This design comes from an exercise in tuning for small area on the open sky130 flow, not from production work.
Where RTL was checked, it was by simulation tests only, not by an equivalence proof against the original.
The RTL of run 1 was laid out without a check of its function.
Power figures rest on the tool's default switching activity, not on a simulated workload.

==> flow/design.v (outline; a module is shown in full before it is edited, if it fits) <==
// module systolic_array_3x3: 3102 lines
// module pp: 3 lines
// module fa: 4 lines
// module ha: 4 lines
// module an: 3 lines
// module xr: 3 lines
module systolic_array_3x3(
    input clk,
    input rst,
    input [71:0] a,
    input [71:0] b,
    output [143:0] c
);
  // ...
==> flow/flow/run.sh <==
#!/bin/bash
# Own layout flow: the standard ORFS flow (standard.sh, unchanged synthesis),
# with the port buffers made from the smallest buffer cell instead of the
# default, and the clock tree built without dummy loads. Each tool's output goes
# to a log file in this work folder (ORFS also keeps its per-step logs under
# orfs/logs/).
set -euo pipefail
cat >> config.mk <<'EOM'
export BUFFER_PORTS_ARGS = -buffer_cell sky130_fd_sc_hd__buf_1
EOM
bash standard.sh > standard_flow.log 2>&1
==> flow/standard.sh <==
#!/bin/bash
# synth_recipe.tcl (not shown) runs the flow's synth.tcl, then flattens the netlist and writes it again
# the make line also repeats each setting of config.mk as NAME=value (left out here)
make -C /OpenROAD-flow-scripts/flow DESIGN_CONFIG=/design/flow/config.mk WORK_HOME=/design/flow/orfs CLKGATE_MAP_FILE= SYNTH_SCRIPT=/design/flow/synth_recipe.tcl "${@:-finish}"
==> flow/config.mk <==
export PLATFORM = sky130hd
export DESIGN_NAME = systolic_array_3x3
export DESIGN_NICKNAME = systolic_array_3x3
export VERILOG_FILES = /design/flow/design.v
export SDC_FILE = /design/flow/constraint.sdc
export NUM_CORES = 4
export LEC_CHECK = 0
export CAP_MARGIN = 20
export CORE_MARGIN = 2
export CORE_UTILIZATION = 40
export CTS_BUF_LIST = sky130_fd_sc_hd__clkbuf_8
export PLACE_DENSITY = 0.6
export SLEW_MARGIN = 20
export SYNTH_HIERARCHICAL = 1
export BUFFER_PORTS_ARGS = -buffer_cell sky130_fd_sc_hd__buf_1
==> flow/constraint.sdc <==
create_clock -name core_clock -period 8.0 [get_ports {clk}]
set_input_delay 1.6000 -clock core_clock [delete_from_list [all_inputs] [get_ports {clk}]]
set_output_delay 1.6000 -clock core_clock [all_outputs]
set_load 0.01 [all_outputs]
==> impl_metrics.tcl, run 1 <==
set metrics [dict create \
    gp_congestion 0.8638 \
    nonClockBufferCount 232 \
    timing_hold_violations_final 0 \
    whs_ns 0.4180 \
    nMultiInputCombCells 1193 \
    synth-edff-count 0 \
    postLayoutCellArea_um2 20280 \
    hold-path-endpoint "b01n[1]$_DFF_PP1_" \
    die-area_um2 47790 \
    routed_wl_um 44400 \
    drv.max_cap_violation_count 0 \
    synth_sequential_area_ratio 0.2466 \
    setup_viol 0 \
    worst_setup_hold_path_clk_slew_ns 0.10 \
    proportion_of_netlist_area_held_by_the_largest_area_contributor 0.5248 \
    final_common_cell "sky130_fd_sc_hd__nor2_1" \
    outcome "complete, no violations" \
    worst_path_largest_cell_delay_ns 0.67 \
    power_leader "combinational cells" \
    dieWidth_um 218.6 \
    rr_startpoint "b10n[1]$_DFF_PP1_" \
    synthMostInstantiatedCell "sky130_fd_sc_hd__nor2_1" \
    post-place-ws_ns 0.4411 \
    met2_length_um 22340 \
    path_cells "nor2_1 -> ha_1 -> fa_1 -> fa_1 -> fa_1 -> fa_1 -> fa_1 -> fa_1 -> fa_1 -> fa_1 -> fa_1 -> fa_1 -> and2_1 -> xor2_1 -> buf_1" \
    fraction_of_standard_cell_area_in_multi_input_logic 0.6563 \
    clockRootBuffer "sky130_fd_sc_hd__clkbuf_8" \
    max_slew_violation_count 0 \
    required_ns 6.40 \
    worstSkewPairLatency_ns 0.53 \
    synth.yosys.warnings 7 \
    finalWorstSetupSlack_ns 0.2169 \
    clock_tree.buffer_depth 2 \
    ys_top_cells_by_area "sky130_fd_sc_hd__fa_1 (52%), sky130_fd_sc_hd__dfstp_2 (16%), sky130_fd_sc_hd__nor2_1 (12%)" \
    post_synth_design_cell_area_um2 18430 \
    path_common_cell "sky130_fd_sc_hd__fa_1" \
    timing.rr.end "c11[15]$_DFF_PP0_" \
    share_seq_of_total_power 0.231 \
    cts_tree "done" \
    synth_common_cells "sky130_fd_sc_hd__nor2_1 (576), sky130_fd_sc_hd__fa_1 (483), sky130_fd_sc_hd__dfstp_2 (112), sky130_fd_sc_hd__ha_1 (81), sky130_fd_sc_hd__dfrtp_1 (64)" \
    vias_per_cell 5.031 \
]
==> run 2, diff against run 1 <==
--- a/flow/design.v
+++ b/flow/design.v
@@ -1898,36 +1898,36 @@
 fa us145 (.a(k132), .b(s143), .ci(k134), .s(s145), .co(k146));
 assign c00[9] = s145;
 fa us147 (.a(p32), .b(p39), .ci(p46), .s(s147), .co(k148));
 fa us149 (.a(p53), .b(p60), .ci(k136), .s(s149), .co(k150));
 fa us151 (.a(k138), .b(s147), .ci(k140), .s(s151), .co(k152));
 fa us153 (.a(s149), .b(k142), .ci(s151), .s(s153), .co(k154));
 fa us155 (.a(k144), .b(s153), .ci(k146), .s(s155), .co(k156));
 assign c00[10] = s155;
-fa us157 (.a(p40), .b(p47), .ci(p54), .s(s157), .co(k158));
-fa us159 (.a(p61), .b(k148), .ci(s157), .s(s159), .co(k160));
-fa us161 (.a(k150), .b(s159), .ci(k152), .s(s161), .co(k162));
-fa us163 (.a(k154), .b(s161), .ci(k156), .s(s163), .co(k164));
-assign c00[11] = s163;
-ha us165 (.a(p48), .b(p55), .s(s165), .co(k166));
-fa us167 (.a(p62), .b(s165), .ci(k158), .s(s167), .co(k168));
-fa us169 (.a(k160), .b(s167), .ci(k162), .s(s169), .co(k170));
+ha us157 (.a(p40), .b(p47), .s(s157), .co(k158));
+fa us159 (.a(p54), .b(p61), .ci(s157), .s(s159), .co(k160));
+fa us161 (.a(k148), .b(s159), .ci(k150), .s(s161), .co(k162));
+fa us163 (.a(k152), .b(s161), .ci(k154), .s(s163), .co(k164));
+fa us165 (.a(p48), .b(p55), .ci(p62), .s(s165), .co(k166));
+fa us167 (.a(k158), .b(s165), .ci(k160), .s(s167), .co(k168));
+fa us169 (.a(s167), .b(k162), .ci(k164), .s(s169), .co(k170));
 fa us171 (.a(p56), .b(p63), .ci(k166), .s(s171), .co(k172));
 fa us173 (.a(s171), .b(k168), .ci(k170), .s(s173), .co(k174));
 fa us175 (.a(p64), .b(k172), .ci(k174), .s(s175), .co(k176));
-xr uc00_12 (.a(s169), .b(k164), .y(c00[12]));
-an ug177 (.a(k164), .b(s169), .y(g177));
-xr uc00_13 (.a(s173), .b(g177), .y(c00[13]));
-an ug178 (.a(s169), .b(s173), .y(g178));
-an ug179 (.a(k164), .b(g178), .y(g179));
-xr uc00_14 (.a(s175), .b(g179), .y(c00[14]));
-an ug180 (.a(g178), .b(s175), .y(g180));
-an ug181 (.a(k164), .b(g180), .y(g181));
-xr uc00_15 (.a(k176), .b(g181), .y(c00[15]));
+xr uc00_11 (.a(s163), .b(k156), .y(c00[11]));
+nd2 ug177 (.a(k156), .b(s163), .y(g177));
+xn uc00_12 (.a(s169), .b(g177), .y(c00[12]));
+nd3 ug178 (.a(k156), .b(s163), .c(s169), .y(g178));
+xn uc00_13 (.a(s173), .b(g178), .y(c00[13]));
+nd4 ug179 (.a(k156), .b(s163), .c(s169), .d(s173), .y(g179));
+xn uc00_14 (.a(s175), .b(g179), .y(c00[14]));
+an4 ug180 (.a(s163), .b(s169), .c(s173), .d(s175), .y(g180));
+nd2 ug181 (.a(k156), .b(g180), .y(g181));
+xn uc00_15 (.a(k176), .b(g181), .y(c00[15]));
 pp up182 (.an(a01n[0]), .bn(b01n[0]), .p(p182));
 pp up183 (.an(a01n[0]), .bn(b01n[1]), .p(p183));
 pp up184 (.an(a01n[0]), .bn(b01n[2]), .p(p184));
 pp up185 (.an(a01n[0]), .bn(b01n[3]), .p(p185));
 pp up186 (.an(a01n[0]), .bn(b01n[4]), .p(p186));
 pp up187 (.an(a01n[0]), .bn(b01n[5]), .p(p187));
 pp up188 (.an(a01n[0]), .bn(b01n[6]), .p(p188));
 pp up189 (.an(a01n[0]), .bn(b01n[7]), .p(p189));
@@ -2039,36 +2039,36 @@
 fa us326 (.a(k313), .b(s324), .ci(k315), .s(s326), .co(k327));
 assign c01[9] = s326;
 fa us328 (.a(p213), .b(p220), .ci(p227), .s(s328), .co(k329));
 fa us330 (.a(p234), .b(p241), .ci(k317), .s(s330), .co(k331));
 fa us332 (.a(k319), .b(s328), .ci(k321), .s(s332), .co(k333));
 fa us334 (.a(s330), .b(k323), .ci(s332), .s(s334), .co(k335));
 fa us336 (.a(k325), .b(s334), .ci(k327), .s(s336), .co(k337));
 assign c01[10] = s336;
-fa us338 (.a(p221), .b(p228), .ci(p235), .s(s338), .co(k339));
-fa us340 (.a(p242), .b(k329), .ci(s338), .s(s340), .co(k341));
-fa us342 (.a(k331), .b(s340), .ci(k333), .s(s342), .co(k343));
-fa us344 (.a(k335), .b(s342), .ci(k337), .s(s344), .co(k345));
-assign c01[11] = s344;
-ha us346 (.a(p229), .b(p236), .s(s346), .co(k347));
-fa us348 (.a(p243), .b(s346), .ci(k339), .s(s348), .co(k349));
-fa us350 (.a(k341), .b(s348), .ci(k343), .s(s350), .co(k351));
+ha us338 (.a(p221), .b(p228), .s(s338), .co(k339));
+fa us340 (.a(p235), .b(p242), .ci(s338), .s(s340), .co(k341));
+fa us342 (.a(k329), .b(s340), .ci(k331), .s(s342), .co(k343));
+fa us344 (.a(k333), .b(s342), .ci(k335), .s(s344), .co(k345));
+fa us346 (.a(p229), .b(p236), .ci(p243), .s(s346), .co(k347));
+fa us348 (.a(k339), .b(s346), .ci(k341), .s(s348), .co(k349));
+fa us350 (.a(s348), .b(k343), .ci(k345), .s(s350), .co(k351));
 fa us352 (.a(p237), .b(p244), .ci(k347), .s(s352), .co(k353));
 fa us354 (.a(s352), .b(k349), .ci(k351), .s(s354), .co(k355));
 fa us356 (.a(p245), .b(k353), .ci(k355), .s(s356), .co(k357));
-xr uc01_12 (.a(s350), .b(k345), .y(c01[12]));
-an ug358 (.a(k345), .b(s350), .y(g358));
-xr uc01_13 (.a(s354), .b(g358), .y(c01[13]));
-an ug359 (.a(s350), .b(s354), .y(g359));
-an ug360 (.a(k345), .b(g359), .y(g360));
-xr uc01_14 (.a(s356), .b(g360), .y(c01[14]));
-an ug361 (.a(g359), .b(s356), .y(g361));
-an ug362 (.a(k345), .b(g361), .y(g362));
-xr uc01_15 (.a(k357), .b(g362), .y(c01[15]));
+xr uc01_11 (.a(s344), .b(k337), .y(c01[11]));
+nd2 ug358 (.a(k337), .b(s344), .y(g358));
+xn uc01_12 (.a(s350), .b(g358), .y(c01[12]));
+nd3 ug359 (.a(k337), .b(s344), .c(s350), .y(g359));
+xn uc01_13 (.a(s354), .b(g359), .y(c01[13]));
+nd4 ug360 (.a(k337), .b(s344), .c(s350), .d(s354), .y(g360));
+xn uc01_14 (.a(s356), .b(g360), .y(c01[14]));
+an4 ug361 (.a(s344), .b(s350), .c(s354), .d(s356), .y(g361));
+nd2 ug362 (.a(k337), .b(g361), .y(g362));
+xn uc01_15 (.a(k357), .b(g362), .y(c01[15]));
 pp up363 (.an(a02n[0]), .bn(b02n[0]), .p(p363));
 pp up364 (.an(a02n[0]), .bn(b02n[1]), .p(p364));
 pp up365 (.an(a02n[0]), .bn(b02n[2]), .p(p365));
 pp up366 (.an(a02n[0]), .bn(b02n[3]), .p(p366));
 pp up367 (.an(a02n[0]), .bn(b02n[4]), .p(p367));
 pp up368 (.an(a02n[0]), .bn(b02n[5]), .p(p368));
 pp up369 (.an(a02n[0]), .bn(b02n[6]), .p(p369));
 pp up370 (.an(a02n[0]), .bn(b02n[7]), .p(p370));
@@ -2180,36 +2180,36 @@
 fa us507 (.a(k494), .b(s505), .ci(k496), .s(s507), .co(k508));
 assign c02[9] = s507;
 fa us509 (.a(p394), .b(p401), .ci(p408), .s(s509), .co(k510));
 fa us511 (.a(p415), .b(p422), .ci(k498), .s(s511), .co(k512));
 fa us513 (.a(k500), .b(s509), .ci(k502), .s(s513), .co(k514));
 fa us515 (.a(s511), .b(k504), .ci(s513), .s(s515), .co(k516));
 fa us517 (.a(k506), .b(s515), .ci(k508), .s(s517), .co(k518));
 assign c02[10] = s517;
-fa us519 (.a(p402), .b(p409), .ci(p416), .s(s519), .co(k520));
-fa us521 (.a(p423), .b(k510), .ci(s519), .s(s521), .co(k522));
-fa us523 (.a(k512), .b(s521), .ci(k514), .s(s523), .co(k524));
-fa us525 (.a(k516), .b(s523), .ci(k518), .s(s525), .co(k526));
-assign c02[11] = s525;
-ha us527 (.a(p410), .b(p417), .s(s527), .co(k528));
-fa us529 (.a(p424), .b(s527), .ci(k520), .s(s529), .co(k530));
-fa us531 (.a(k522), .b(s529), .ci(k524), .s(s531), .co(k532));
+ha us519 (.a(p402), .b(p409), .s(s519), .co(k520));
+fa us521 (.a(p416), .b(p423), .ci(s519), .s(s521), .co(k522));
+fa us523 (.a(k510), .b(s521), .ci(k512), .s(s523), .co(k524));
+fa us525 (.a(k514), .b(s523), .ci(k516), .s(s525), .co(k526));
+fa us527 (.a(p410), .b(p417), .ci(p424), .s(s527), .co(k528));
+fa us529 (.a(k520), .b(s527), .ci(k522), .s(s529), .co(k530));
+fa us531 (.a(s529), .b(k524), .ci(k526), .s(s531), .co(k532));
 fa us533 (.a(p418), .b(p425), .ci(k528), .s(s533), .co(k534));
 fa us535 (.a(s533), .b(k530), .ci(k532), .s(s535), .co(k536));
 fa us537 (.a(p426), .b(k534), .ci(k536), .s(s537), .co(k538));
-xr uc02_12 (.a(s531), .b(k526), .y(c02[12]));
-an ug539 (.a(k526), .b(s531), .y(g539));
-xr uc02_13 (.a(s535), .b(g539), .y(c02[13]));
-an ug540 (.a(s531), .b(s535), .y(g540));
-an ug541 (.a(k526), .b(g540), .y(g541));
-xr uc02_14 (.a(s537), .b(g541), .y(c02[14]));
-an ug542 (.a(g540), .b(s537), .y(g542));
-an ug543 (.a(k526), .b(g542), .y(g543));
-xr uc02_15 (.a(k538), .b(g543), .y(c02[15]));
+xr uc02_11 (.a(s525), .b(k518), .y(c02[11]));
+nd2 ug539 (.a(k518), .b(s525), .y(g539));
+xn uc02_12 (.a(s531), .b(g539), .y(c02[12]));
+nd3 ug540 (.a(k518), .b(s525), .c(s531), .y(g540));
+xn uc02_13 (.a(s535), .b(g540), .y(c02[13]));
+nd4 ug541 (.a(k518), .b(s525), .c(s531), .d(s535), .y(g541));
+xn uc02_14 (.a(s537), .b(g541), .y(c02[14]));
+an4 ug542 (.a(s525), .b(s531), .c(s535), .d(s537), .y(g542));
+nd2 ug543 (.a(k518), .b(g542), .y(g543));
+xn uc02_15 (.a(k538), .b(g543), .y(c02[15]));
 pp up544 (.an(a10n[0]), .bn(b10n[0]), .p(p544));
 pp up545 (.an(a10n[0]), .bn(b10n[1]), .p(p545));
 pp up546 (.an(a10n[0]), .bn(b10n[2]), .p(p546));
 pp up547 (.an(a10n[0]), .bn(b10n[3]), .p(p547));
 pp up548 (.an(a10n[0]), .bn(b10n[4]), .p(p548));
 pp up549 (.an(a10n[0]), .bn(b10n[5]), .p(p549));
 pp up550 (.an(a10n[0]), .bn(b10n[6]), .p(p550));
 pp up551 (.an(a10n[0]), .bn(b10n[7]), .p(p551));
@@ -2321,36 +2321,36 @@
 fa us688 (.a(k675), .b(s686), .ci(k677), .s(s688), .co(k689));
 assign c10[9] = s688;
 fa us690 (.a(p575), .b(p582), .ci(p589), .s(s690), .co(k691));
 fa us692 (.a(p596), .b(p603), .ci(k679), .s(s692), .co(k693));
 fa us694 (.a(k681), .b(s690), .ci(k683), .s(s694), .co(k695));
 fa us696 (.a(s692), .b(k685), .ci(s694), .s(s696), .co(k697));
 fa us698 (.a(k687), .b(s696), .ci(k689), .s(s698), .co(k699));
 assign c10[10] = s698;
-fa us700 (.a(p583), .b(p590), .ci(p597), .s(s700), .co(k701));
-fa us702 (.a(p604), .b(k691), .ci(s700), .s(s702), .co(k703));
-fa us704 (.a(k693), .b(s702), .ci(k695), .s(s704), .co(k705));
-fa us706 (.a(k697), .b(s704), .ci(k699), .s(s706), .co(k707));
-assign c10[11] = s706;
-ha us708 (.a(p591), .b(p598), .s(s708), .co(k709));
-fa us710 (.a(p605), .b(s708), .ci(k701), .s(s710), .co(k711));
-fa us712 (.a(k703), .b(s710), .ci(k705), .s(s712), .co(k713));
+ha us700 (.a(p583), .b(p590), .s(s700), .co(k701));
+fa us702 (.a(p597), .b(p604), .ci(s700), .s(s702), .co(k703));
+fa us704 (.a(k691), .b(s702), .ci(k693), .s(s704), .co(k705));
+fa us706 (.a(k695), .b(s704), .ci(k697), .s(s706), .co(k707));
+fa us708 (.a(p591), .b(p598), .ci(p605), .s(s708), .co(k709));
+fa us710 (.a(k701), .b(s708), .ci(k703), .s(s710), .co(k711));
+fa us712 (.a(s710), .b(k705), .ci(k707), .s(s712), .co(k713));
 fa us714 (.a(p599), .b(p606), .ci(k709), .s(s714), .co(k715));
 fa us716 (.a(s714), .b(k711), .ci(k713), .s(s716), .co(k717));
 fa us718 (.a(p607), .b(k715), .ci(k717), .s(s718), .co(k719));
-xr uc10_12 (.a(s712), .b(k707), .y(c10[12]));
-an ug720 (.a(k707), .b(s712), .y(g720));
-xr uc10_13 (.a(s716), .b(g720), .y(c10[13]));
-an ug721 (.a(s712), .b(s716), .y(g721));
-an ug722 (.a(k707), .b(g721), .y(g722));
-xr uc10_14 (.a(s718), .b(g722), .y(c10[14]));
-an ug723 (.a(g721), .b(s718), .y(g723));
-an ug724 (.a(k707), .b(g723), .y(g724));
-xr uc10_15 (.a(k719), .b(g724), .y(c10[15]));
+xr uc10_11 (.a(s706), .b(k699), .y(c10[11]));
+nd2 ug720 (.a(k699), .b(s706), .y(g720));
+xn uc10_12 (.a(s712), .b(g720), .y(c10[12]));
+nd3 ug721 (.a(k699), .b(s706), .c(s712), .y(g721));
+xn uc10_13 (.a(s716), .b(g721), .y(c10[13]));
+nd4 ug722 (.a(k699), .b(s706), .c(s712), .d(s716), .y(g722));
+xn uc10_14 (.a(s718), .b(g722), .y(c10[14]));
+an4 ug723 (.a(s706), .b(s712), .c(s716), .d(s718), .y(g723));
+nd2 ug724 (.a(k699), .b(g723), .y(g724));
+xn uc10_15 (.a(k719), .b(g724), .y(c10[15]));
 pp up725 (.an(a20n[0]), .bn(b20n[0]), .p(p725));
 pp up726 (.an(a20n[0]), .bn(b20n[1]), .p(p726));
 pp up727 (.an(a20n[0]), .bn(b20n[2]), .p(p727));
 pp up728 (.an(a20n[0]), .bn(b20n[3]), .p(p728));
 pp up729 (.an(a20n[0]), .bn(b20n[4]), .p(p729));
 pp up730 (.an(a20n[0]), .bn(b20n[5]), .p(p730));
 pp up731 (.an(a20n[0]), .bn(b20n[6]), .p(p731));
 pp up732 (.an(a20n[0]), .bn(b20n[7]), .p(p732));
@@ -2462,36 +2462,36 @@
 fa us869 (.a(k856), .b(s867), .ci(k858), .s(s869), .co(k870));
 assign c20[9] = s869;
 fa us871 (.a(p756), .b(p763), .ci(p770), .s(s871), .co(k872));
 fa us873 (.a(p777), .b(p784), .ci(k860), .s(s873), .co(k874));
 fa us875 (.a(k862), .b(s871), .ci(k864), .s(s875), .co(k876));
 fa us877 (.a(s873), .b(k866), .ci(s875), .s(s877), .co(k878));
 fa us879 (.a(k868), .b(s877), .ci(k870), .s(s879), .co(k880));
 assign c20[10] = s879;
-fa us881 (.a(p764), .b(p771), .ci(p778), .s(s881), .co(k882));
-fa us883 (.a(p785), .b(k872), .ci(s881), .s(s883), .co(k884));
-fa us885 (.a(k874), .b(s883), .ci(k876), .s(s885), .co(k886));
-fa us887 (.a(k878), .b(s885), .ci(k880), .s(s887), .co(k888));
-assign c20[11] = s887;
-ha us889 (.a(p772), .b(p779), .s(s889), .co(k890));
-fa us891 (.a(p786), .b(s889), .ci(k882), .s(s891), .co(k892));
-fa us893 (.a(k884), .b(s891), .ci(k886), .s(s893), .co(k894));
+ha us881 (.a(p764), .b(p771), .s(s881), .co(k882));
+fa us883 (.a(p778), .b(p785), .ci(s881), .s(s883), .co(k884));
+fa us885 (.a(k872), .b(s883), .ci(k874), .s(s885), .co(k886));
+fa us887 (.a(k876), .b(s885), .ci(k878), .s(s887), .co(k888));
+fa us889 (.a(p772), .b(p779), .ci(p786), .s(s889), .co(k890));
+fa us891 (.a(k882), .b(s889), .ci(k884), .s(s891), .co(k892));
+fa us893 (.a(s891), .b(k886), .ci(k888), .s(s893), .co(k894));
 fa us895 (.a(p780), .b(p787), .ci(k890), .s(s895), .co(k896));
 fa us897 (.a(s895), .b(k892), .ci(k894), .s(s897), .co(k898));
 fa us899 (.a(p788), .b(k896), .ci(k898), .s(s899), .co(k900));
-xr uc20_12 (.a(s893), .b(k888), .y(c20[12]));
-an ug901 (.a(k888), .b(s893), .y(g901));
-xr uc20_13 (.a(s897), .b(g901), .y(c20[13]));
-an ug902 (.a(s893), .b(s897), .y(g902));
-an ug903 (.a(k888), .b(g902), .y(g903));
-xr uc20_14 (.a(s899), .b(g903), .y(c20[14]));
-an ug904 (.a(g902), .b(s899), .y(g904));
-an ug905 (.a(k888), .b(g904), .y(g905));
-xr uc20_15 (.a(k900), .b(g905), .y(c20[15]));
+xr uc20_11 (.a(s887), .b(k880), .y(c20[11]));
+nd2 ug901 (.a(k880), .b(s887), .y(g901));
+xn uc20_12 (.a(s893), .b(g901), .y(c20[12]));
+nd3 ug902 (.a(k880), .b(s887), .c(s893), .y(g902));
+xn uc20_13 (.a(s897), .b(g902), .y(c20[13]));
+nd4 ug903 (.a(k880), .b(s887), .c(s893), .d(s897), .y(g903));
+xn uc20_14 (.a(s899), .b(g903), .y(c20[14]));
+an4 ug904 (.a(s887), .b(s893), .c(s897), .d(s899), .y(g904));
+nd2 ug905 (.a(k880), .b(g904), .y(g905));
+xn uc20_15 (.a(k900), .b(g905), .y(c20[15]));
 pp up906 (.an(a01n[0]), .bn(b10n[0]), .p(p906));
 pp up907 (.an(a01n[0]), .bn(b10n[1]), .p(p907));
 pp up908 (.an(a01n[0]), .bn(b10n[2]), .p(p908));
 pp up909 (.an(a01n[0]), .bn(b10n[3]), .p(p909));
 pp up910 (.an(a01n[0]), .bn(b10n[4]), .p(p910));
 pp up911 (.an(a01n[0]), .bn(b10n[5]), .p(p911));
 pp up912 (.an(a01n[0]), .bn(b10n[6]), .p(p912));
 pp up913 (.an(a01n[0]), .bn(b10n[7]), .p(p913));
@@ -2626,18 +2626,18 @@
 fa us1092 (.a(c00[11]), .b(s1090), .ci(k1083), .s(s1092), .co(k1093));
 assign n11[11] = s1092;
 fa us1094 (.a(p953), .b(p960), .ci(p967), .s(s1094), .co(k1095));
 fa us1096 (.a(k1085), .b(s1094), .ci(k1087), .s(s1096), .co(k1097));
 fa us1098 (.a(s1096), .b(k1089), .ci(k1091), .s(s1098), .co(k1099));
 fa us1100 (.a(c00[12]), .b(s1098), .ci(k1093), .s(s1100), .co(k1101));
 assign n11[12] = s1100;
 fa us1102 (.a(p961), .b(p968), .ci(k1095), .s(s1102), .co(k1103));
-fa us1104 (.a(s1102), .b(k1097), .ci(k1099), .s(s1104), .co(k1105));
-fa us1106 (.a(c00[13]), .b(s1104), .ci(k1101), .s(s1106), .co(k1107));
+fa us1104 (.a(s1102), .b(k1097), .ci(c00[13]), .s(s1104), .co(k1105));
+fa us1106 (.a(k1099), .b(s1104), .ci(k1101), .s(s1106), .co(k1107));
 assign n11[13] = s1106;
 fa us1108 (.a(p969), .b(k1103), .ci(c00[14]), .s(s1108), .co(k1109));
 fa us1110 (.a(k1105), .b(s1108), .ci(k1107), .s(s1110), .co(k1111));
 assign n11[14] = s1110;
 xr us1112 (.a(c00[15]), .b(k1109), .y(s1112));
 xr us1113 (.a(s1112), .b(k1111), .y(s1113));
 assign n11[15] = s1113;
 pp up1114 (.an(a02n[0]), .bn(b11n[0]), .p(p1114));
@@ -2779,18 +2779,18 @@
 fa us1300 (.a(c01[11]), .b(s1298), .ci(k1291), .s(s1300), .co(k1301));
 assign n12[11] = s1300;
 fa us1302 (.a(p1161), .b(p1168), .ci(p1175), .s(s1302), .co(k1303));
 fa us1304 (.a(k1293), .b(s1302), .ci(k1295), .s(s1304), .co(k1305));
 fa us1306 (.a(s1304), .b(k1297), .ci(k1299), .s(s1306), .co(k1307));
 fa us1308 (.a(c01[12]), .b(s1306), .ci(k1301), .s(s1308), .co(k1309));
 assign n12[12] = s1308;
 fa us1310 (.a(p1169), .b(p1176), .ci(k1303), .s(s1310), .co(k1311));
-fa us1312 (.a(s1310), .b(k1305), .ci(k1307), .s(s1312), .co(k1313));
-fa us1314 (.a(c01[13]), .b(s1312), .ci(k1309), .s(s1314), .co(k1315));
+fa us1312 (.a(s1310), .b(k1305), .ci(c01[13]), .s(s1312), .co(k1313));
+fa us1314 (.a(k1307), .b(s1312), .ci(k1309), .s(s1314), .co(k1315));
 assign n12[13] = s1314;
 fa us1316 (.a(p1177), .b(k1311), .ci(c01[14]), .s(s1316), .co(k1317));
 fa us1318 (.a(k1313), .b(s1316), .ci(k1315), .s(s1318), .co(k1319));
 assign n12[14] = s1318;
 xr us1320 (.a(c01[15]), .b(k1317), .y(s1320));
 xr us1321 (.a(s1320), .b(k1319), .y(s1321));
 assign n12[15] = s1321;
 pp up1322 (.an(a11n[0]), .bn(b20n[0]), .p(p1322));
@@ -2932,18 +2932,18 @@
 fa us1508 (.a(c10[11]), .b(s1506), .ci(k1499), .s(s1508), .co(k1509));
 assign n21[11] = s1508;
 fa us1510 (.a(p1369), .b(p1376), .ci(p1383), .s(s1510), .co(k1511));
 fa us1512 (.a(k1501), .b(s1510), .ci(k1503), .s(s1512), .co(k1513));
 fa us1514 (.a(s1512), .b(k1505), .ci(k1507), .s(s1514), .co(k1515));
 fa us1516 (.a(c10[12]), .b(s1514), .ci(k1509), .s(s1516), .co(k1517));
 assign n21[12] = s1516;
 fa us1518 (.a(p1377), .b(p1384), .ci(k1511), .s(s1518), .co(k1519));
-fa us1520 (.a(s1518), .b(k1513), .ci(k1515), .s(s1520), .co(k1521));
-fa us1522 (.a(c10[13]), .b(s1520), .ci(k1517), .s(s1522), .co(k1523));
+fa us1520 (.a(s1518), .b(k1513), .ci(c10[13]), .s(s1520), .co(k1521));
+fa us1522 (.a(k1515), .b(s1520), .ci(k1517), .s(s1522), .co(k1523));
 assign n21[13] = s1522;
 fa us1524 (.a(p1385), .b(k1519), .ci(c10[14]), .s(s1524), .co(k1525));
 fa us1526 (.a(k1521), .b(s1524), .ci(k1523), .s(s1526), .co(k1527));
 assign n21[14] = s1526;
 xr us1528 (.a(c10[15]), .b(k1525), .y(s1528));
 xr us1529 (.a(s1528), .b(k1527), .y(s1529));
 assign n21[15] = s1529;
 pp up1530 (.an(a12n[0]), .bn(b21n[0]), .p(p1530));
@@ -3112,8 +3112,23 @@
     assign co = a & b;
 endmodule
 module an(input a, input b, output y);
     assign y = a & b;
 endmodule
 module xr(input a, input b, output y);
     assign y = a ^ b;
 endmodule
+module xn(input a, input b, output y);
+    assign y = ~(a ^ b);
+endmodule
+module nd2(input a, input b, output y);
+    assign y = ~(a & b);
+endmodule
+module nd3(input a, input b, input c, output y);
+    assign y = ~(a & b & c);
+endmodule
+module nd4(input a, input b, input c, input d, output y);
+    assign y = ~(a & b & c & d);
+endmodule
+module an4(input a, input b, input c, input d, output y);
+    assign y = a & b & c & d;
+endmodule
==> flow/flow/run.sh (replaced) <==
#!/bin/bash
# Own layout flow: the standard ORFS flow (standard.sh, unchanged synthesis),
# with the port buffers made from the smallest buffer cell instead of the
# default, and the clock tree built without dummy loads. ORFS keeps each
# step's log under orfs/logs/; make's own output goes to standard_flow.log.
set -euo pipefail
cat >> config.mk <<'EOM'
export BUFFER_PORTS_ARGS = -buffer_cell sky130_fd_sc_hd__buf_1
export CTS_ARGS = -sink_clustering_enable -repair_clock_nets -buf_list sky130_fd_sc_hd__clkbuf_8 -dont_use_dummy_load
export GPL_KEEP_OVERFLOW = 0
EOM
bash standard.sh > standard_flow.log 2>&1
--- a/flow/config.mk
+++ b/flow/config.mk
@@ -8,8 +8,10 @@
 export CAP_MARGIN = 20
 export CORE_MARGIN = 2
 export CORE_UTILIZATION = 40
 export CTS_BUF_LIST = sky130_fd_sc_hd__clkbuf_8
 export PLACE_DENSITY = 0.6
 export SLEW_MARGIN = 20
 export SYNTH_HIERARCHICAL = 1
 export BUFFER_PORTS_ARGS = -buffer_cell sky130_fd_sc_hd__buf_1
+export CTS_ARGS = -sink_clustering_enable -repair_clock_nets -buf_list sky130_fd_sc_hd__clkbuf_8 -dont_use_dummy_load
+export GPL_KEEP_OVERFLOW = 0
==> run 2 against run 1 <==
  * Die area about the same
  * Global-route usage down 0.15 points
  * Sequential cell count unchanged
  * Non-clock buffer count down 38
  * Design area down 2.6%
  * Sequential power about the same
  * Largest cell class unchanged
  * Clock power down 31%
  * Synthesized cell count unchanged
  * Still clean
==> impl_metrics.tcl, run 2 <==
set metrics [dict create \
    first_global_vias 13092 \
    internal_power_contribution_w 0.003099 \
    max_slew_violation_count 0 \
    timing.slew.headroom 0.6126 \
    vias_per_cell 5.051 \
    setup_repair_after_global_routing_missed_its_margin "no" \
    timing.rr.end "c21[15]$_DFF_PP0_" \
    final_common_cell "sky130_fd_sc_hd__nor2_1" \
    setup.worst_path.start_class "register" \
    arithmetic_cell_share_of_the_synthesized_area_counting_full_adders_half_adders_and_majority_gates 0.5802 \
    timing.hold.worst_path_depth 0 \
    worst_slew_pin_slew_ns 0.5811 \
    rr_startpoint "b10n[2]$_DFF_PP1_" \
    grt_antenna_before_repair 0 \
    vias 11285 \
    post-place-ws_ns 0.6407 \
    synth.ff_latch_count 176 \
    hold_start "a00n[0]$_DFF_PP1_" \
    initial_core_util 0.4057 \
    grt-ovfl-total 0 \
    power.share.combinational 0.674 \
    reg2reg_depth 17 \
    synth_common_cells "sky130_fd_sc_hd__nor2_1 (576), sky130_fd_sc_hd__fa_1 (483), sky130_fd_sc_hd__dfstp_2 (112), sky130_fd_sc_hd__ha_1 (81), sky130_fd_sc_hd__dfrtp_1 (64)" \
    grt_util_overall 0.1984 \
    worst_hold_path_type "reg2reg" \
    synth_area_in_simple_gates 0.1249 \
    drv.max_cap_violation_count 0 \
    cp-end-kind "output pin" \
    dieWidth_um 218.6 \
    detail_route.drc_violations 0 \
    synth.net_count 2188 \
    post-synth-top-area-cell "sky130_fd_sc_hd__fa_1" \
    asyncSetResetFlopFracSynth 1.000 \
    synth_compound_gate_area_share 0 \
    cts_tree "done" \
    global_route_wire_length_before_repair_um 71210 \
    r2r_setup_slack_ns 0.71 \
    worst_setup_hold_path_clk_slew_ns 0.10 \
    layout_min_cycle_time_ns 7.656 \
    synth_sequential_area_ratio 0.2468 \
    port_buffers 193 \
    synth.yosys.warnings 7 \
    final_core_utilization 0.4351 \
    setup_viol 0 \
    ctsHoldBuffers 0 \
    tritoncts.num_buffers 17 \
    antennaDiodeCount 0 \
    fin_worst_skew_ns 0.03191 \
    area_growth_pct 7.230 \
    maximum_number_of_pins_on_one_net_before_global_route_repair 104 \
    post_synth_design_cell_area_um2 18410 \
    floorplan.core_area_um2 45380 \
    clockPowerShare 0.086 \
    hold-path-endpoint "a10n[0]$_DFF_PP1_" \
    ys_types 13 \
    synth_top_family_by_area "adder cells" \
    synthMostInstantiatedCell "sky130_fd_sc_hd__nor2_1" \
    finalWorstSetupSlack_ns 0.3443 \
    clock_sink_count 176 \
    final_nets 2346 \
    layout.filler_cells 4289 \
    critPathKind "reg2out" \
    worstSkewPairLatency_ns 0.56 \
    leakagePower_nw 8.931 \
    power_dens_cells_nw_per_um2 295.0 \
    std_cell_rows 78 \
    timing_hold_violations_final 0 \
    share_seq_of_total_power 0.240 \
    htreeDepth 4 \
    mostFrequentLayoutCells "sky130_fd_sc_hd__nor2_1 (576), sky130_fd_sc_hd__fa_1 (483), sky130_fd_sc_hd__buf_1 (193)" \
    synth-edff-count 0 \
    proportion_of_netlist_area_held_by_the_largest_area_contributor 0.5251 \
    peakVddDrop_mv 0.3041 \
    fmaxAchievable_mhz 130.6 \
    drt-initial-drc-count 659 \
    crit_path_max_fanout 17 \
    clockRootBuffer "sky130_fd_sc_hd__clkbuf_8" \
    cts-resized-gates 0 \
    wire_per_inst_um 19.30 \
    total_switching_power_w 0.002724 \
    final_layout_size_suffix_gt1_frac 0.08017 \
    p_sw_frac 0.4678 \
    clock_tree.buffer_depth 2 \
    floorplan.io_pins 290 \
    ys_top_cells_by_area "sky130_fd_sc_hd__fa_1 (53%), sky130_fd_sc_hd__dfstp_2 (16%), sky130_fd_sc_hd__nor2_1 (12%)" \
    synth_xor_area_frac 0.01570 \
    dr.pass1.iters 5 \
    synthFlopType "sky130_fd_sc_hd__dfstp_2" \
    finalCritPeriodShare 0.9570 \
    vert_die_dim_um 218.6 \
    die-area_um2 47760 \
    arrival_ns 6.06 \
    routed_wl_um 43120 \
    drt.antenna.violating_nets 0 \
    post_synth.cell_area_avg_um2 12.46 \
    gp_congestion 0.8552 \
    required_ns 6.40 \
    synth_mux_area_frac 0 \
    cts_setup_buffers 0 \
    synth_cells 1478 \
    outcome "complete, no violations" \
    hpwlAfterDp_um 34020 \
]
run 2: cell types whose count changed after synthesis, moves of 10 or more:
cell                      delta
sky130_fd_sc_hd__and2_1     -25
sky130_fd_sc_hd__xnor2_1    +20
sky130_fd_sc_hd__xor2_1     -15
sky130_fd_sc_hd__nand2_1    +10
run 2: modules after synthesis, one instance, submodules excluded:
module | flip-flops and latches | cell area (um^2) | cells inside
xr | 0 | 8.758 | 1
nd4 | 0 | 6.256 | 1
systolic_array_3x3 | 176 | 5141 | 280
nd2 | 0 | 3.754 | 1
nd3 | 0 | 5.005 | 1
ha | 0 | 12.51 | 1
xn | 0 | 8.758 | 1
an4 | 0 | 8.758 | 1
pp | 0 | 3.754 | 1
fa | 0 | 20.02 | 1
run 2: worst max path at each step:
stage | start | endpoint | slack, ns | cells after the start
6_report | b10n[2]$_DFF_PP1_ | c[59] | 0.34 | 13
5_1_grt | b10n[2]$_DFF_PP1_ | c[59] | 0.10 | 13
4_1_cts | b10n[2]$_DFF_PP1_ | c[59] | 0.26 | 13
3_5_place_dp | b10n[2]$_DFF_PP1_ | c21[15]$_DFF_PP0_ | 0.64 | 17
3_3_place_gp | rst | c21[11]$_DFF_PP0_ | -0.52 | 2
2_1_floorplan | b10n[2]$_DFF_PP1_ | c21[15]$_DFF_PP0_ | 1.19 | 17
run 2: power by group through the flow:
stage               registers [W]  clock network, W  logic [W]
CTS                       0.00140          0.000538    0.00413
global placement          0.00142                 0    0.00401
detailed placement        0.00142                 0    0.00408
finish                    0.00140          0.000501    0.00393
global route              0.00142          0.000566    0.00462
floorplan                 0.00141                 0    0.00293
run 2: area by class of cell:
cell class / instances / area (um^2) / area share
timing repair buffer: 194 / 752.0 / 0.03809
sequential: 176 / 4544 / 0.2302
inverter: 49 / 191.4 / 0.009696
clock buffer: 17 / 234.0 / 0.01185
tap: 600 / 750.7 / 0.03802
multi-input combinational: 1198 / 13270 / 0.6722
run 2: through the flow:
| stage | power [W] | hold slack [ns] | TNS (ns) | instances | instance area (um^2) |
|---|---|---|---|---|---|
| after global placement | 0.005423 | 0.4331 | -31.20 | 2216 | 19470 |
| after global routing | 0.006606 | 0.4247 | 0 | 2234 | 19740 |
| after detailed placement | 0.005502 | 0.4319 | 0 | 2217 | 19510 |
| after CTS | 0.006075 | 0.4244 | 0 | 2234 | 19740 |
| after floorplan | 0.004336 | 0.3958 | 0 | 1478 | 18410 |
| final | 0.005824 | 0.4247 | 0 | 2234 | 19740 |
run 2: kinds of logic after synthesis:
logic type / after synthesis
simple gates: 601
fa+ha+maj: 564
flops: 176
buf+inv: 104
xor+xnor: 33
run 2: worst max-delay path, stage by stage, from the launching register on:
cell,delay (ns)
sky130_fd_sc_hd__dfstp_2,0.82
sky130_fd_sc_hd__nor2_1,0.10
sky130_fd_sc_hd__ha_1,0.33
sky130_fd_sc_hd__fa_1,0.41
sky130_fd_sc_hd__fa_1,0.42
sky130_fd_sc_hd__fa_1,0.40
sky130_fd_sc_hd__fa_1,0.40
sky130_fd_sc_hd__fa_1,0.39
sky130_fd_sc_hd__fa_1,0.38
sky130_fd_sc_hd__fa_1,0.40
sky130_fd_sc_hd__fa_1,0.39
sky130_fd_sc_hd__fa_1,0.48
sky130_fd_sc_hd__xor2_1,0.37
sky130_fd_sc_hd__buf_1,0.20
run 2: metal layers:
metal | GRT usage | part of all wire
met1 | 0.2546 | 0.40
met2 | 0.3327 | 0.52
met3 | 0.03897 | 0.054
met4 | 0.07596 | 0.028
met5 | 0 | 0
==> run 3, diff against run 2 <==
--- a/flow/flow/run.sh
+++ b/flow/flow/run.sh
@@ -7,6 +7,5 @@
 cat >> config.mk <<'EOM'
 export BUFFER_PORTS_ARGS = -buffer_cell sky130_fd_sc_hd__buf_1
 export CTS_ARGS = -sink_clustering_enable -repair_clock_nets -buf_list sky130_fd_sc_hd__clkbuf_8 -dont_use_dummy_load
-export GPL_KEEP_OVERFLOW = 0
 EOM
 bash standard.sh > standard_flow.log 2>&1
--- a/flow/config.mk
+++ b/flow/config.mk
@@ -14,4 +14,3 @@
 export SYNTH_HIERARCHICAL = 1
 export BUFFER_PORTS_ARGS = -buffer_cell sky130_fd_sc_hd__buf_1
 export CTS_ARGS = -sink_clustering_enable -repair_clock_nets -buf_list sky130_fd_sc_hd__clkbuf_8 -dont_use_dummy_load
-export GPL_KEEP_OVERFLOW = 0
==> run 3 against run 2 <==
  * Still clean
  * Maximum frequency increased by 0.95%
  * Cell count up 0.45%
  * Critical path depth up 1
  * Non-clock buffer count rose by 10
  * Critical path type unchanged
  * Largest cell class unchanged
  * Largest power group unchanged
  * Highest routed layer unchanged
==> impl_metrics.tcl, run 3 <==
set metrics [dict create \
    grt-ovfl-total 0 \
    routed_wl_um 44200 \
    global_route_wire_length_before_repair_um 72140 \
    fmaxAchievable_mhz 131.9 \
    post-place-ws_ns 0.6370 \
    final_layout_size_suffix_gt1_frac 0.08577 \
    initial_core_util 0.4057 \
    endpoint "c[61]" \
    finalWorstSetupSlack_ns 0.4160 \
    power_dens_cells_nw_per_um2 294.6 \
    cts_setup_buffers 0 \
    drt.antenna.violating_nets 0 \
    outcome "complete, no violations" \
    synth.ff_latch_count 176 \
    drt-initial-drc-count 724 \
    arrival_ns 5.98 \
    fin_worst_skew_ns 0.02802 \
    setup.worst_path.start_class "register" \
    drv.max_cap_violation_count 0 \
    cp-end-kind "output pin" \
    worst_setup_hold_path_clk_slew_ns 0.10 \
    floorplan.core_area_um2 45380 \
    leakagePower_nw 8.972 \
    fin_tns_setup_ns 0 \
    max_slew_violation_count 0 \
    dieWidth_um 218.6 \
    mostFrequentLayoutCells "sky130_fd_sc_hd__nor2_1 (576), sky130_fd_sc_hd__fa_1 (483), sky130_fd_sc_hd__buf_1 (193)" \
    crit_path_max_fanout 17 \
    maximum_number_of_pins_on_one_net_before_global_route_repair 130 \
    critPathKind "reg2out" \
    required_ns 6.40 \
    clock_sink_count 176 \
    tritoncts.num_buffers 17 \
    antennaDiodeCount 0 \
    port_buffers 193 \
    die-area_um2 47760 \
    wire_per_inst_um 19.69 \
    clock_tree.buffer_depth 2 \
    post_synth_design_cell_area_um2 18410 \
    asyncSetResetFlopFracSynth 1.000 \
    vias 11397 \
    timing.rr.end "c21[15]$_DFF_PP0_" \
    cts-resized-gates 0 \
    gp_congestion 0.8475 \
    timing.slew.headroom 0.3744 \
    grt_antenna_before_repair 0 \
    synth_common_cells "sky130_fd_sc_hd__nor2_1 (576), sky130_fd_sc_hd__fa_1 (483), sky130_fd_sc_hd__dfstp_2 (112), sky130_fd_sc_hd__ha_1 (81), sky130_fd_sc_hd__dfrtp_1 (64)" \
    synthMostInstantiatedCell "sky130_fd_sc_hd__nor2_1" \
    finalCritPeriodShare 0.9480 \
    ys_types 13 \
    clockRootBuffer "sky130_fd_sc_hd__clkbuf_8" \
    grt_util_overall 0.2011 \
    worstSkewPairLatency_ns 0.55 \
    reg2reg_depth 17 \
    vias_per_cell 5.079 \
    rr_startpoint "b10n[2]$_DFF_PP1_" \
    final_nets 2356 \
    dr.pass1.iters 5 \
    cts_tree "done" \
    worst_hold_path_type "reg2reg" \
    first_global_vias 13246 \
    synth-edff-count 0 \
    setup_repair_after_global_routing_missed_its_margin "no" \
    synth_sequential_area_ratio 0.2468 \
    layout_min_cycle_time_ns 7.584 \
    htreeDepth 4 \
    std_cell_rows 78 \
    vert_die_dim_um 218.6 \
    synthFlopType "sky130_fd_sc_hd__dfstp_2" \
    postLayoutCellArea_um2 19800 \
    floorplan.io_pins 290 \
    post_synth.cell_area_avg_um2 12.46 \
    area_growth_pct 7.529 \
    setup_viol 0 \
    cp-startpoint "b10n[2]$_DFF_PP1_" \
    synth_cells 1478 \
    detail_route.drc_violations 0 \
    ctsHoldBuffers 0 \
    finalPower_w 0.005833 \
    post-synth-top-area-cell "sky130_fd_sc_hd__fa_1" \
    r2r_setup_slack_ns 0.71 \
    worst_slew_pin_slew_ns 0.9383 \
    proportion_of_netlist_area_held_by_the_largest_area_contributor 0.5251 \
    post_dp_cell_area_um2 19570 \
    synth.net_count 2188 \
    hpwlAfterDp_um 34620 \
    timing_hold_violations_final 0 \
    synth.yosys.warnings 7 \
    ys_top_cells_by_area "sky130_fd_sc_hd__fa_1 (53%), sky130_fd_sc_hd__dfstp_2 (16%), sky130_fd_sc_hd__nor2_1 (12%)" \
    final_common_cell "sky130_fd_sc_hd__nor2_1" \
    peakVddDrop_mv 0.2749 \
]
-- run 3: layout make-up --
type,count,area [um^2]
Clock buffer,17,234.0
Sequential cell,176,4544
Inverter,49,191.4
Multi-Input combinational cell,1198,13270
Tap cell,600,750.7
Fill cell,4302,25580
Timing Repair Buffer,204,807.0
-- run 3: worst max-delay path: stages, from the launching register on --
cell and delay [ns]:
sky130_fd_sc_hd__dfstp_2 0.82, sky130_fd_sc_hd__nor2_1 0.10, sky130_fd_sc_hd__ha_1 0.32, sky130_fd_sc_hd__fa_1 0.40, sky130_fd_sc_hd__fa_1 0.42, sky130_fd_sc_hd__fa_1 0.38
sky130_fd_sc_hd__fa_1 0.38, sky130_fd_sc_hd__fa_1 0.38, sky130_fd_sc_hd__fa_1 0.39, sky130_fd_sc_hd__fa_1 0.39, sky130_fd_sc_hd__fa_1 0.38, sky130_fd_sc_hd__fa_1 0.48
sky130_fd_sc_hd__nand3_1 0.16, sky130_fd_sc_hd__xnor2_1 0.19, sky130_fd_sc_hd__buf_1 0.20
-- run 3: metal layers --
layer,global-route usage,up-vias,wire length [um]
met5,0,-,0
met4,0.07596,0,1122
met3,0.04816,77,2978
met2,0.3344,416,22580
met1,0.2553,6129,17510
li1,-,4775,-
-- run 3: per-module statistics from Yosys (local to each module, per instance) --
module	flops+latches	area [um^2]	times used
an4	0	8.758	5
nd2	0	3.754	10
ha	0	12.51	81
pp	0	3.754	576
nd3	0	5.005	5
systolic_array_3x3	176	5141	1
xr	0	8.758	13
nd4	0	6.256	5
fa	0	20.02	483
xn	0	8.758	20
-- run 3: worst min-delay path by stage --
stage	start	end	cells past startpoint	slack (ns)
2_1_floorplan	a00n[0]$_DFF_PP1_	a10n[0]$_DFF_PP1_	0	0.40
3_3_place_gp	b00n[0]$_DFF_PP1_	b01n[0]$_DFF_PP1_	0	0.43
3_5_place_dp	b00n[6]$_DFF_PP1_	b01n[6]$_DFF_PP1_	0	0.43
4_1_cts	b00n[2]$_DFF_PP1_	b01n[2]$_DFF_PP1_	0	0.44
5_1_grt	a00n[1]$_DFF_PP1_	a10n[1]$_DFF_PP1_	0	0.44
6_report	a00n[1]$_DFF_PP1_	a10n[1]$_DFF_PP1_	0	0.44
-- run 3: logic make-up (layout without fill, tap and decap cells) --
family | count (synthesis) | in the layout | synth area share
buffers and inverters | 104 | 270 | 0.03241
flip-flops | 176 | 176 | 0.2468
adder cells (fa/ha/maj) | 564 | 564 | 0.5802
XOR/XNOR | 33 | 33 | 0.01570
AND/OR/NAND/NOR | 601 | 601 | 0.1249
-- run 3: power breakdown --
group | total (W) | switching, W | internal (W)
logic | 0.00394 | 0.00223 | 0.00172
clock network | 0.000502 | 0.000314 | 0.000187
registers | 0.00139 | 0.000191 | 0.00120
-- run 3: stage by stage --
step	hold WS, ns	instances	util
global placement	0.4320	2227	0.4311
finish	0.4374	2244	0.4363
global route	0.4404	2244	0.4363
floorplan	0.3958	1478	-
detailed placement	0.4330	2227	0.4311
CTS	0.4365	2244	0.4363
==> run 4, diff against run 3 <==
==> flow/flow/run.sh (replaced) <==
#!/bin/bash
# Own layout flow: the standard ORFS flow (standard.sh, unchanged
# synthesis) with three placement/clock-tree settings changed:
#  - the port buffers use the smallest buffer cell instead of the default;
#  - the clock tree is built from clkbuf_8 cells without dummy loads;
#  - buffers that timing-driven global placement adds as a trial are not kept.
# ORFS keeps each step's full log under orfs/logs/; make's own output goes to
# standard_flow.log in this folder.
set -euo pipefail
cat >> config.mk <<'EOM'
export BUFFER_PORTS_ARGS = -buffer_cell sky130_fd_sc_hd__buf_1
export CTS_ARGS = -sink_clustering_enable -repair_clock_nets -buf_list sky130_fd_sc_hd__clkbuf_8 -dont_use_dummy_load
export GPL_KEEP_OVERFLOW = 0
EOM
bash standard.sh > standard_flow.log 2>&1
--- a/flow/config.mk
+++ b/flow/config.mk
@@ -14,3 +14,4 @@
 export SYNTH_HIERARCHICAL = 1
 export BUFFER_PORTS_ARGS = -buffer_cell sky130_fd_sc_hd__buf_1
 export CTS_ARGS = -sink_clustering_enable -repair_clock_nets -buf_list sky130_fd_sc_hd__clkbuf_8 -dont_use_dummy_load
+export GPL_KEEP_OVERFLOW = 0
==> run 4 against run 3 <==
  * Cell count is 0.45% lower
  * Still clean
  * Non-clock buffer count is 10 lower
  * Wire length is 2.4% lower
==> impl_metrics.tcl, run 4 <==
set metrics [dict create \
    power_dens_cells_nw_per_um2 295.0 \
    drt.antenna.violating_nets 0 \
    std_cell_rows 78 \
    vert_die_dim_um 218.6 \
    whs_ns 0.4247 \
    synth-edff-count 0 \
    grt_util_overall 0.1984 \
    proportion_of_netlist_area_held_by_the_largest_area_contributor 0.5251 \
    timing_hold_violations_final 0 \
    reg2reg_depth 17 \
    antennaDiodeCount 0 \
    ys_top_cells_by_area "sky130_fd_sc_hd__fa_1 (53%), sky130_fd_sc_hd__dfstp_2 (16%), sky130_fd_sc_hd__nor2_1 (12%)" \
    dieWidth_um 218.6 \
    mostFrequentLayoutCells "sky130_fd_sc_hd__nor2_1 (576), sky130_fd_sc_hd__fa_1 (483), sky130_fd_sc_hd__buf_1 (193)" \
    worst_path_largest_cell_delay_ns 0.82 \
    outcome "complete, no violations" \
    final_nets 2346 \
    crit_path_max_fanout 17 \
    global_route_wire_length_before_repair_um 71210 \
    r2r_setup_slack_ns 0.71 \
    synth_sequential_area_ratio 0.2468 \
    synth.net_count 2188 \
    grt_antenna_before_repair 0 \
    synth.yosys.warnings 7 \
    synth.ff_latch_count 176 \
    worst_hold_path_type "reg2reg" \
    setup_viol 0 \
    gp_congestion 0.8552 \
    ys_types 13 \
    synth_cells 1478 \
    max_slew_violation_count 0 \
    wire_per_inst_um 19.30 \
    post_synth_design_cell_area_um2 18410 \
    hpwlAfterDp_um 34020 \
    tritoncts.num_buffers 17 \
    arrival_ns 6.06 \
    ctsHoldBuffers 0 \
    final_common_cell "sky130_fd_sc_hd__nor2_1" \
    drv.max_cap_violation_count 0 \
    fmaxAchievable_mhz 130.6 \
    maximum_number_of_pins_on_one_net_before_global_route_repair 104 \
    cts-resized-gates 0 \
    final_core_utilization 0.4351 \
    post_synth.cell_area_avg_um2 12.46 \
    required_ns 6.40 \
    worst_setup_hold_path_clk_slew_ns 0.10 \
    finalCritPeriodShare 0.9570 \
    worstSkewPairLatency_ns 0.56 \
    synthFlopType "sky130_fd_sc_hd__dfstp_2" \
    grt-ovfl-total 0 \
    floorplan.core_area_um2 45380 \
    synthMostInstantiatedCell "sky130_fd_sc_hd__nor2_1" \
    cts_tree "done" \
    floorplan.io_pins 290 \
    vias_per_cell 5.051 \
    cp-startpoint "b10n[2]$_DFF_PP1_" \
    routed_wl_um 43120 \
    timing.slew.headroom 0.6126 \
    peakVddDrop_mv 0.3041 \
    setup.worst_path.start_class "register" \
    cp-end-kind "output pin" \
    synth_common_cells "sky130_fd_sc_hd__nor2_1 (576), sky130_fd_sc_hd__fa_1 (483), sky130_fd_sc_hd__dfstp_2 (112), sky130_fd_sc_hd__ha_1 (81), sky130_fd_sc_hd__dfrtp_1 (64)" \
    final_layout_size_suffix_gt1_frac 0.08017 \
    path_common_cell "sky130_fd_sc_hd__fa_1" \
    endpoint "c[59]" \
    first_global_vias 13092 \
    path_cells "nor2_1 -> ha_1 -> fa_1 -> fa_1 -> fa_1 -> fa_1 -> fa_1 -> fa_1 -> fa_1 -> fa_1 -> fa_1 -> xor2_1 -> buf_1" \
    asyncSetResetFlopFracSynth 1.000 \
    area_growth_pct 7.230 \
    layout_min_cycle_time_ns 7.656 \
    detail_route.drc_violations 0 \
    die-area_um2 47760 \
    port_buffers 193 \
    dr.pass1.iters 5 \
    cts_setup_buffers 0 \
    worst_slew_pin_slew_ns 0.5811 \
    clock_sink_count 176 \
    leakagePower_nw 8.931 \
    critPathKind "reg2out" \
    cell_with_the_largest_stage_delay_on_the_worst_path "sky130_fd_sc_hd__dfstp_2" \
    clockRootBuffer "sky130_fd_sc_hd__clkbuf_8" \
    finalPower_w 0.005824 \
    drt-initial-drc-count 659 \
    clock_tree.buffer_depth 2 \
    post-synth-top-area-cell "sky130_fd_sc_hd__fa_1" \
    timing.rr.end "c21[15]$_DFF_PP0_" \
    fin_worst_skew_ns 0.03191 \
    htreeDepth 4 \
    vias 11285 \
    initial_core_util 0.4057 \
    setup_repair_after_global_routing_missed_its_margin "no" \
    rr_startpoint "b10n[2]$_DFF_PP1_" \
]
## run 4: cell counts after synthesis
Identical to the previous run, type by type.
## run 4: report_power, final
part | leakage (nW) | switching, W | internal (W)
combinational | 6.88 | 0.00221 | 0.00171
clock | 0.122 | 0.000314 | 0.000187
sequential | 1.93 | 0.000199 | 0.00120
total | 8.93 | 0.00272 | 0.00310
## run 4: per-layer routing
layer | vias up | GRT usage | share of wire
met3 | 67 | 0.03897 | 0.054
met4 | 0 | 0.07596 | 0.028
li1 | 4754 | - | -
met2 | 353 | 0.3327 | 0.52
met5 | - | 0 | 0
met1 | 6111 | 0.2546 | 0.40
## run 4: stage by stage
step | setup WS, ns | TNS [ns] | instances | area (um^2)
final | 0.3443 | 0 | 2234 | 19740
after CTS | 0.2629 | 0 | 2234 | 19740
after floorplan | 1.192 | 0 | 1478 | 18410
after global placement | -0.5158 | -31.20 | 2216 | 19470
after global routing | 0.1011 | 0 | 2234 | 19740
after detailed placement | 0.6407 | 0 | 2217 | 19510
## run 4: worst min path at each step
| stage | startpoint | end | slack [ns] | depth (start not counted) |
|---|---|---|---|---|
| 2_1_floorplan | a00n[0]$_DFF_PP1_ | a10n[0]$_DFF_PP1_ | 0.40 | 0 |
| 3_3_place_gp | b00n[0]$_DFF_PP1_ | b01n[0]$_DFF_PP1_ | 0.43 | 0 |
| 3_5_place_dp | a00n[7]$_DFF_PP1_ | a10n[7]$_DFF_PP1_ | 0.43 | 0 |
| 4_1_cts | a00n[0]$_DFF_PP1_ | a10n[0]$_DFF_PP1_ | 0.42 | 0 |
| 5_1_grt | a00n[0]$_DFF_PP1_ | a10n[0]$_DFF_PP1_ | 0.42 | 0 |
| 6_report | a00n[0]$_DFF_PP1_ | a10n[0]$_DFF_PP1_ | 0.42 | 0 |
## run 4: logic make-up (layout without fill, tap and decap cells)
group / count (synthesis) / in the layout / synth area share
buf+inv: 104 / 260 / 0.03241
simple gates: 601 / 601 / 0.1249
xor+xnor: 33 / 33 / 0.01570
flops: 176 / 176 / 0.2468
fa+ha+maj: 564 / 564 / 0.5802
## run 4: worst max-delay path: cells and delay by family (launching register included)
family                     cells  cell delay [ns]
adders and majority gates     10             4.00
DFF                            1             0.82
xor gates and xnor gates       1             0.37
buffers and inverters          1             0.20
and+or+nand+nor                1             0.10
## run 4: final cells by class
cell class,count,area (um^2)
well taps,600,750.7
multi-input cells,1198,13270
repair buffers,194,752.0
fillers,4289,25640
clock buffers,17,234.0
flip-flops and latches,176,4544
inverters,49,191.4
## run 4: modules after synthesis, one instance, submodules excluded
module,cell area (um^2),copies in the design,flops+latches
nd4,6.256,5,0
xr,8.758,13,0
nd2,3.754,10,0
pp,3.754,576,0
systolic_array_3x3,5141,1,176
xn,8.758,20,0
nd3,5.005,5,0
fa,20.02,483,0
ha,12.51,81,0
an4,8.758,5,0
==> run 5, diff against run 4 <==
--- a/flow/design.v
+++ b/flow/design.v
@@ -3111,9 +3111,6 @@
     assign s = a ^ b;
     assign co = a & b;
 endmodule
-module an(input a, input b, output y);
-    assign y = a & b;
-endmodule
 module xr(input a, input b, output y);
     assign y = a ^ b;
 endmodule
==> run 5 against run 4 <==
  * Design area did not move
  * Non-clock buffer count did not move
  * Wire length did not move
  * Worst setup slack did not move
  * Clock power barely moved
  * Die area did not move
  * Critical endpoint unchanged
  * Sequential power barely moved
  * Power did not move
  * Hold slack did not move
  * Register-to-register slack barely moved
  * Global-route usage did not move
  * Core utilization did not move
==> impl_metrics.tcl, run 5 <==
set metrics [dict create \
    dr.pass1.iters 5 \
    peakVddDrop_mv 0.3041 \
    global_route_wire_length_before_repair_um 71210 \
    max_slew_violation_count 0 \
    synthMostInstantiatedCell "sky130_fd_sc_hd__nor2_1" \
    whs_ns 0.4247 \
    routed_wl_um 43120 \
    mostFrequentLayoutCells "sky130_fd_sc_hd__nor2_1 (576), sky130_fd_sc_hd__fa_1 (483), sky130_fd_sc_hd__buf_1 (193)" \
    clock_sink_count 176 \
    die-area_um2 47760 \
    crit_path_max_fanout 17 \
    cts_tree "done" \
    grt_util_overall 0.1984 \
    worst_path_largest_cell_delay_ns 0.82 \
    final_cell_count_no_fill 2234 \
    required_ns 6.40 \
    fin_worst_skew_ns 0.03191 \
    synth.ff_latch_count 176 \
    cp-end-kind "output pin" \
    ys_types 13 \
    post-synth-top-area-cell "sky130_fd_sc_hd__fa_1" \
    std_cell_rows 78 \
    wire_per_inst_um 19.30 \
    cell_with_the_largest_stage_delay_on_the_worst_path "sky130_fd_sc_hd__dfstp_2" \
    worst_hold_path_type "reg2reg" \
    synth_common_cells "sky130_fd_sc_hd__nor2_1 (576), sky130_fd_sc_hd__fa_1 (483), sky130_fd_sc_hd__dfstp_2 (112), sky130_fd_sc_hd__ha_1 (81), sky130_fd_sc_hd__dfrtp_1 (64)" \
    drt.antenna.violating_nets 0 \
    tritoncts.num_buffers 17 \
    drt-initial-drc-count 659 \
    path_common_cell "sky130_fd_sc_hd__fa_1" \
    finalCritPeriodShare 0.9570 \
    final_common_cell "sky130_fd_sc_hd__nor2_1" \
    ctsHoldBuffers 0 \
    cts_setup_buffers 0 \
    port_buffers 193 \
    synthFlopType "sky130_fd_sc_hd__dfstp_2" \
    dieWidth_um 218.6 \
    vert_die_dim_um 218.6 \
    synth_sequential_area_ratio 0.2468 \
    timing.slew.headroom 0.6126 \
    htreeDepth 4 \
    arrival_ns 6.06 \
    synth.net_count 2188 \
    hpwlAfterDp_um 34020 \
    asyncSetResetFlopFracSynth 1.000 \
    vias 11285 \
    rr_startpoint "b10n[2]$_DFF_PP1_" \
    maximum_number_of_pins_on_one_net_before_global_route_repair 104 \
    path_cells "nor2_1 -> ha_1 -> fa_1 -> fa_1 -> fa_1 -> fa_1 -> fa_1 -> fa_1 -> fa_1 -> fa_1 -> fa_1 -> xor2_1 -> buf_1" \
    post_synth.cell_area_avg_um2 12.46 \
    final_nets 2346 \
    first_global_vias 13092 \
    outcome "complete, no violations" \
    layout_min_cycle_time_ns 7.656 \
    synth.yosys.warnings 7 \
    worst_slew_pin_slew_ns 0.5811 \
    ys_top_cells_by_area "sky130_fd_sc_hd__fa_1 (53%), sky130_fd_sc_hd__dfstp_2 (16%), sky130_fd_sc_hd__nor2_1 (12%)" \
    clockRootBuffer "sky130_fd_sc_hd__clkbuf_8" \
    grt-ovfl-total 0 \
    grt_antenna_before_repair 0 \
    cp-startpoint "b10n[2]$_DFF_PP1_" \
    hold_start "a00n[0]$_DFF_PP1_" \
    detail_route.drc_violations 0 \
    power_dens_cells_nw_per_um2 295.0 \
    setup_viol 0 \
    fmaxAchievable_mhz 130.6 \
    final_layout_size_suffix_gt1_frac 0.08017 \
    place.detailed.instances 2217 \
    floorplan.io_pins 290 \
    post_dp_cell_area_um2 19510 \
    gp_congestion 0.8552 \
    worstSkewPairLatency_ns 0.56 \
    timing_hold_violations_final 0 \
    post_synth_design_cell_area_um2 18410 \
    initial_core_util 0.4057 \
    antennaDiodeCount 0 \
    area_growth_pct 7.230 \
    vias_per_cell 5.051 \
    postLayoutCellArea_um2 19740 \
    proportion_of_netlist_area_held_by_the_largest_area_contributor 0.5251 \
    setup.worst_path.start_class "register" \
    drv.max_cap_violation_count 0 \
    post-place-ws_ns 0.6407 \
    leakagePower_nw 8.931 \
    finalWorstSetupSlack_ns 0.3443 \
    floorplan.core_area_um2 45380 \
    setup_repair_after_global_routing_missed_its_margin "no" \
    cts-resized-gates 0 \
    synth_cells 1478 \
    synth-edff-count 0 \
    fin_tns_setup_ns 0 \
    clock_tree.buffer_depth 2 \
    worst_setup_hold_path_clk_slew_ns 0.10 \
    critPathKind "reg2out" \
]
==> run 5: cell counts after synthesis <==
Identical to the previous run, type by type.
==> run 5: where the power goes <==
part           switching (W)  total, W  internal (W)  leakage (nW)
sequential          0.000199   0.00140       0.00120          1.93
combinational        0.00221   0.00393       0.00171          6.88
clock               0.000314  0.000501      0.000187         0.122
total                0.00272   0.00582       0.00310          8.93
==> run 5: layer usage <==
layer	share of wire	wire, um	GRT usage
met1	0.40	17210	0.2546
met2	0.52	22360	0.3327
met3	0.054	2349	0.03897
met4	0.028	1208	0.07596
met5	0	0	0
==> run 5: worst paths after layout <==
check	slack, ns	cells after the start	endpoint
min in group asynchronous	1.11	2	c22[5]$_DFF_PP0_
min	0.42	0	a10n[0]$_DFF_PP1_
min reg2reg	0.42	0	a10n[0]$_DFF_PP1_
max	0.34	13	c[59]
max reg2reg	0.71	17	c21[15]$_DFF_PP0_
max in group asynchronous	5.97	3	b21n[6]$_DFF_PP1_
==> run 5: layout make-up <==
type | count | area (um^2)
flip-flops and latches | 176 | 4544
multi-input cells | 1198 | 13270
clock buffers | 17 | 234.0
repair buffers | 194 | 752.0
well taps | 600 | 750.7
inverters | 49 | 191.4
fillers | 4289 | 25640
==> run 5: metrics by stage <==
stage	utilization	total power [W]
6_report	0.4351	0.005824
5_1_grt	0.4351	0.006606
4_1_cts	0.4351	0.006075
3_5_place_dp	0.4299	0.005502
3_3_place_gp	0.4291	0.005423
2_1_floorplan	-	0.004336
==> run 5: logic make-up (layout without fill, tap and decap cells) <==
kind of cell	count (synthesis)	in the layout	synth area share
simple gates	601	601	0.1249
fa+ha+maj	564	564	0.5802
flops	176	176	0.2468
buf+inv	104	260	0.03241
xor+xnor	33	33	0.01570
==> run 5: modules after synthesis, one instance, submodules excluded <==
module	area, um^2	cells inside	times used	flip-flops and latches
pp	3.754	1	576	0
an4	8.758	1	5	0
xn	8.758	1	20	0
fa	20.02	1	483	0
xr	8.758	1	13	0
ha	12.51	1	81	0
nd3	5.005	1	5	0
systolic_array_3x3	5141	280	1	176
nd2	3.754	1	10	0
nd4	6.256	1	5	0
==> run 5: worst max-delay path: cells and delay by family (launching register included) <==
kind	cells	cell delay [ns]
flip-flops	1	0.82
buffers and inverters	1	0.20
AND/OR/NAND/NOR	1	0.10
XOR/XNOR	1	0.37
adder cells (fa/ha/maj)	10	4.00

==> separate check: timing with driven ports <==
In the flow no input, the clock included, has a driving cell. The finished layouts below were timed again as built, in two steps.
Step 1 assumes that a clkbuf_16 drives the clock port and a buf_2 every other input.
Step 2 moves the port delays by t, midway between the first and last clock arrival at a register: inputs arrive t later, outputs are due t later. That takes back most of the time a late clock gives input paths.
Slacks: ideal ports / drivers / drivers and shift; pairs: ideal ports / drivers.
| run | t, ns | setup WS [ns] | worst data-port slew with drivers (ns) |
|---|---|---|---|
| run 1 | 0.573 | 0.217 / 0.162 / 0.734 | 0.05 |
| run 2 | 0.591 | 0.344 / 0.297 / 0.714 | 0.04 |
| run 3 | 0.591 | 0.416 / 0.364 / 0.713 | 0.05 |
| run 4 | 0.591 | 0.344 / 0.297 / 0.714 | 0.04 |
| run 5 | 0.591 | 0.344 / 0.297 / 0.714 | 0.04 |
After both steps every run listed still meets setup and hold.
